This is an optimization exercise on Yosys and OpenROAD, whose aim is small area and a short achievable clock period, not a production implementation. Function was checked by simulation only, so behaviour that the tests miss may differ from the original.

Setup of job 9880:
// conv1d
module conv1d (
    input clk,
    input rst_n,
    input w_valid,
    input [47:0] w_in,
    input [15:0] x,
    input [15:0] b,
    output [31:0] y
);
Settings: LEC_CHECK=0, CAP_MARGIN=65, CORE_MARGIN=2, CORE_UTILIZATION=65, CTS_CLUSTER_DIAMETER=100, CTS_CLUSTER_SIZE=30, PLACE_DENSITY=0.75, SETUP_SLACK_MARGIN=5, SLEW_MARGIN=65, SYNTH_HIERARCHICAL=1, SYNTH_MINIMUM_KEEP_SIZE=0; clock period 10.0 ns.
standard.sh (not shown) runs the stock make flow with config.mk's settings and CLKGATE_MAP_FILE= SYNTH_SCRIPT=/design/flow/synth_recipe.tcl, a recipe that flattens the netlist after the stock synthesis.
==> flow/flow/run.sh <==
#!/bin/bash
# The standard layout (the standard.sh, unchanged), with plain buf_1
# cells as the port buffers instead of the delay buffers that ORFS's
# buffer_ports picks by default.  standard.sh's full output goes to
# standard.log; ORFS writes each step's log under orfs/logs/.
export BUFFER_PORTS_ARGS="-buffer_cell sky130_fd_sc_hd__buf_1"
bash standard.sh > standard.log 2>&1
Job 9880 closes out successfully: all stages finished, all timing, DRC and antenna checks passed.
### job 9880 -> job 105
--- a/flow/config.mk
+++ b/flow/config.mk
@@ -6,5 +6,5 @@
 export NUM_CORES = 4
 export LEC_CHECK = 0
-export CAP_MARGIN = 65
+export CAP_MARGIN = 60
 export CORE_MARGIN = 2
 export CORE_UTILIZATION = 65
@@ -13,5 +13,5 @@
 export PLACE_DENSITY = 0.75
 export SETUP_SLACK_MARGIN = 5
-export SLEW_MARGIN = 65
+export SLEW_MARGIN = 75
 export SYNTH_HIERARCHICAL = 1
 export SYNTH_MINIMUM_KEEP_SIZE = 0
Job 9880 finished all stages; the layout is clean. Job 105 finished all stages; the layout is clean. Job 105 vs. job 9880: required time at the worst-slack endpoint has remained practically unchanged, final cell count +0.53%, final critical delay including setup and external delays has decreased, largest driver fanout on the critical path now sits lower. Diff job 9880 -> job 105: sequential share of layout area now smaller; filler cell count now smaller; final design utilization now larger; number of stages on the worst setup path now smaller. NOTE number of clock buffers in the layout job 9880->job 105 decreased by a few percent.
Modified inputs, job 4823 compared to job 105
--- a/flow/config.mk
+++ b/flow/config.mk
@@ -6,5 +6,5 @@
 export NUM_CORES = 4
 export LEC_CHECK = 0
-export CAP_MARGIN = 60
+export CAP_MARGIN = 80
 export CORE_MARGIN = 2
 export CORE_UTILIZATION = 65
@@ -13,5 +13,5 @@
 export PLACE_DENSITY = 0.75
 export SETUP_SLACK_MARGIN = 5
-export SLEW_MARGIN = 75
+export SLEW_MARGIN = 80
 export SYNTH_HIERARCHICAL = 1
 export SYNTH_MINIMUM_KEEP_SIZE = 0
Findings:
Compared with job 105, job 4823 instantiates a larger number of cells.
When the final numbers for job 4823 and job 105 were put side by side, the synthesis-to-finish area growth turned out to be smaller in job 105.
Diff job 105 -> job 4823: hold slack held.


the previous run:
Starting RTL as in the previous note.
Design conv1d, start of the top module:
module conv1d (
    input clk,
    input rst_n,
    input w_valid,
    input [47:0] w_in,
    input [15:0] x,
    input [15:0] b,
    output [31:0] y
);
  wire [16:0] xe = {x, 1'b0};
  wire [7:0] nneg, none, ntwo;
  genvar gi;
  generate for (gi = 0; gi < 8; gi = gi + 1) begin : enc
    BOOTH_ENC u_enc (.g(xe[2*gi+2:2*gi]), .neg(nneg[gi]), .one(none[gi]), .two(ntwo[gi]));
  end endgenerate
  reg [7:0] dneg, done, dtwo;
  always @(posedge clk) begin
    done <= none; dtwo <= ntwo;
  end
  reg [15:0] w0, w1, w2;
  wire [15:0] w2n = w_valid ? w_in[47:32] : w2;
  wire [17:0] bn = {1'b0, ~b[15], b[15:0]} + {3'b000, x[15], 14'd0};
  reg [17:0] br;
  always @(posedge clk or negedge rst_n) begin
    if (!rst_n) begin
      dneg <= 8'd0;
      w0 <= 16'd0; w1 <= 16'd0; w2 <= 16'd0;
      br <= 18'h10000;
    end else begin
      dneg <= nneg;
      if (w_valid) begin
        w0 <= w_in[15:0]; w1 <= w_in[31:16];
      end
      w2 <= w2n;
      br <= bn;
    end
  end
  reg ac0_0;
  reg ac1_0;
  reg ac0_1;
  reg ac1_1;
  reg ac0_2;
  reg ac1_2;
  reg ac0_3;
  reg ac1_3;
  reg ac0_4;
  reg ac1_4;
  reg ac0_5;
  reg ac1_5;
  reg ac0_6;
  reg ac1_6;
  reg ac0_7;
  reg ac1_7;
  reg ac0_8;
  reg ac1_8;
  reg ac0_9;
  reg ac1_9;
  reg ac0_10;
  reg ac1_10;
  reg ac0_11;
  reg ac1_11;
  reg ac0_12;
  reg ac1_12;
  reg ac0_13;
  reg ac1_13;
  reg ac0_14;
  reg ac1_14;
  reg ac0_15;
  reg ac1_15;
  reg ac0_16;
  reg ac1_16;
  reg ac0_17;
  reg ac1_17;
  reg ac0_18;
  reg ac1_18;
  reg ac0_19;
  reg ac1_19;
  reg ac0_20;
  reg ac1_20;
  reg ac0_21;
  reg ac1_21;
  reg ac0_22;
  reg ac1_22;
  reg ac0_23;
  reg ac1_23;
  reg ac0_24;
  reg ac1_24;
  reg ac0_25;
  reg ac1_25;
  reg ac0_26;
  reg ac1_26;
  reg ac0_27;
  reg ac1_27;
  reg ac0_28;
  reg ac1_28;
  reg ac0_29;
  reg ac1_29;
  reg ac0_30;
  reg a20_0;
  reg a21_0;
  reg a20_1;
  reg a21_1;
  reg a20_2;
  reg a21_2;
  reg a20_3;
  reg a21_3;
  reg a20_4;
  reg a21_4;
  reg a20_5;
  reg a21_5;
  reg a20_6;
  reg a21_6;
  reg a20_7;
  reg a21_7;
  reg a20_8;
  reg a21_8;
  reg a20_9;
  ...
Settings: LEC_CHECK=0, CAP_MARGIN=75, CORE_MARGIN=2, CORE_UTILIZATION=65, CTS_CLUSTER_DIAMETER=100, CTS_CLUSTER_SIZE=30, PLACE_DENSITY=0.75, SETUP_SLACK_MARGIN=5, SLEW_MARGIN=75, SYNTH_HIERARCHICAL=1, SYNTH_MINIMUM_KEEP_SIZE=0; clock period 10.0 ns.
Scripts as last shown in full above: flow/flow/run.sh
#### Input delta (the current run over the previous run)
- SLEW_MARGIN: 75 -> 85
- CAP_MARGIN: 75 -> 85
[summary]
- The previous run → the current run: fraction of final layout cells with drive strength greater than 1 climbed 17 points; global-route usage over all layers rose by 1.9 points.
- Between the previous run and the current run, the area enclosed by the die boundary does not differ in any meaningful way.
- Summary of the current run over the previous run: core utilization +8.8 points; final hold slack shows a reduction of 0.011 ns.

[separate check: timing with driven ports]
The results above use ideal ports. As a check the final layouts listed here were re-extracted and re-timed, cells and wires unchanged. Step 1 assumes that a clkbuf_16 drives the clock port and a buf_2 every other input. Step 2 moves the port delays by t, midway between the first and last clock arrival at a register: inputs arrive t later, outputs are due t later. That takes back most of the time a late clock gives input paths. a / b / c = no drivers / after step 1 / after step 2; a / b = the first two.
run | t, ns | setup WS [ns] | latest minus earliest clock arrival (ns) | pins driven straight from the clock port
job 9880 | 0.597 | 6.040 / 6.040 / 5.501 | 0.019 / 0.019 | 1
job 105 | 0.605 | 6.176 / 6.198 / 5.609 | 0.022 / 0.023 | 1
job 4823 | 0.611 | 6.019 / 6.053 / 5.442 | 0.023 / 0.023 | 1
the previous run | 0.601 | 6.204 / 6.221 / 5.639 | 0.019 / 0.019 | 1
the current run | 0.615 | 5.631 / 5.664 / 5.049 | 0.034 / 0.034 | 1
After both steps setup and hold are still met in every run listed. The setup slack of the current run, which loses most, moves by +0.033 ns with the drivers and by -0.582 ns with both steps.
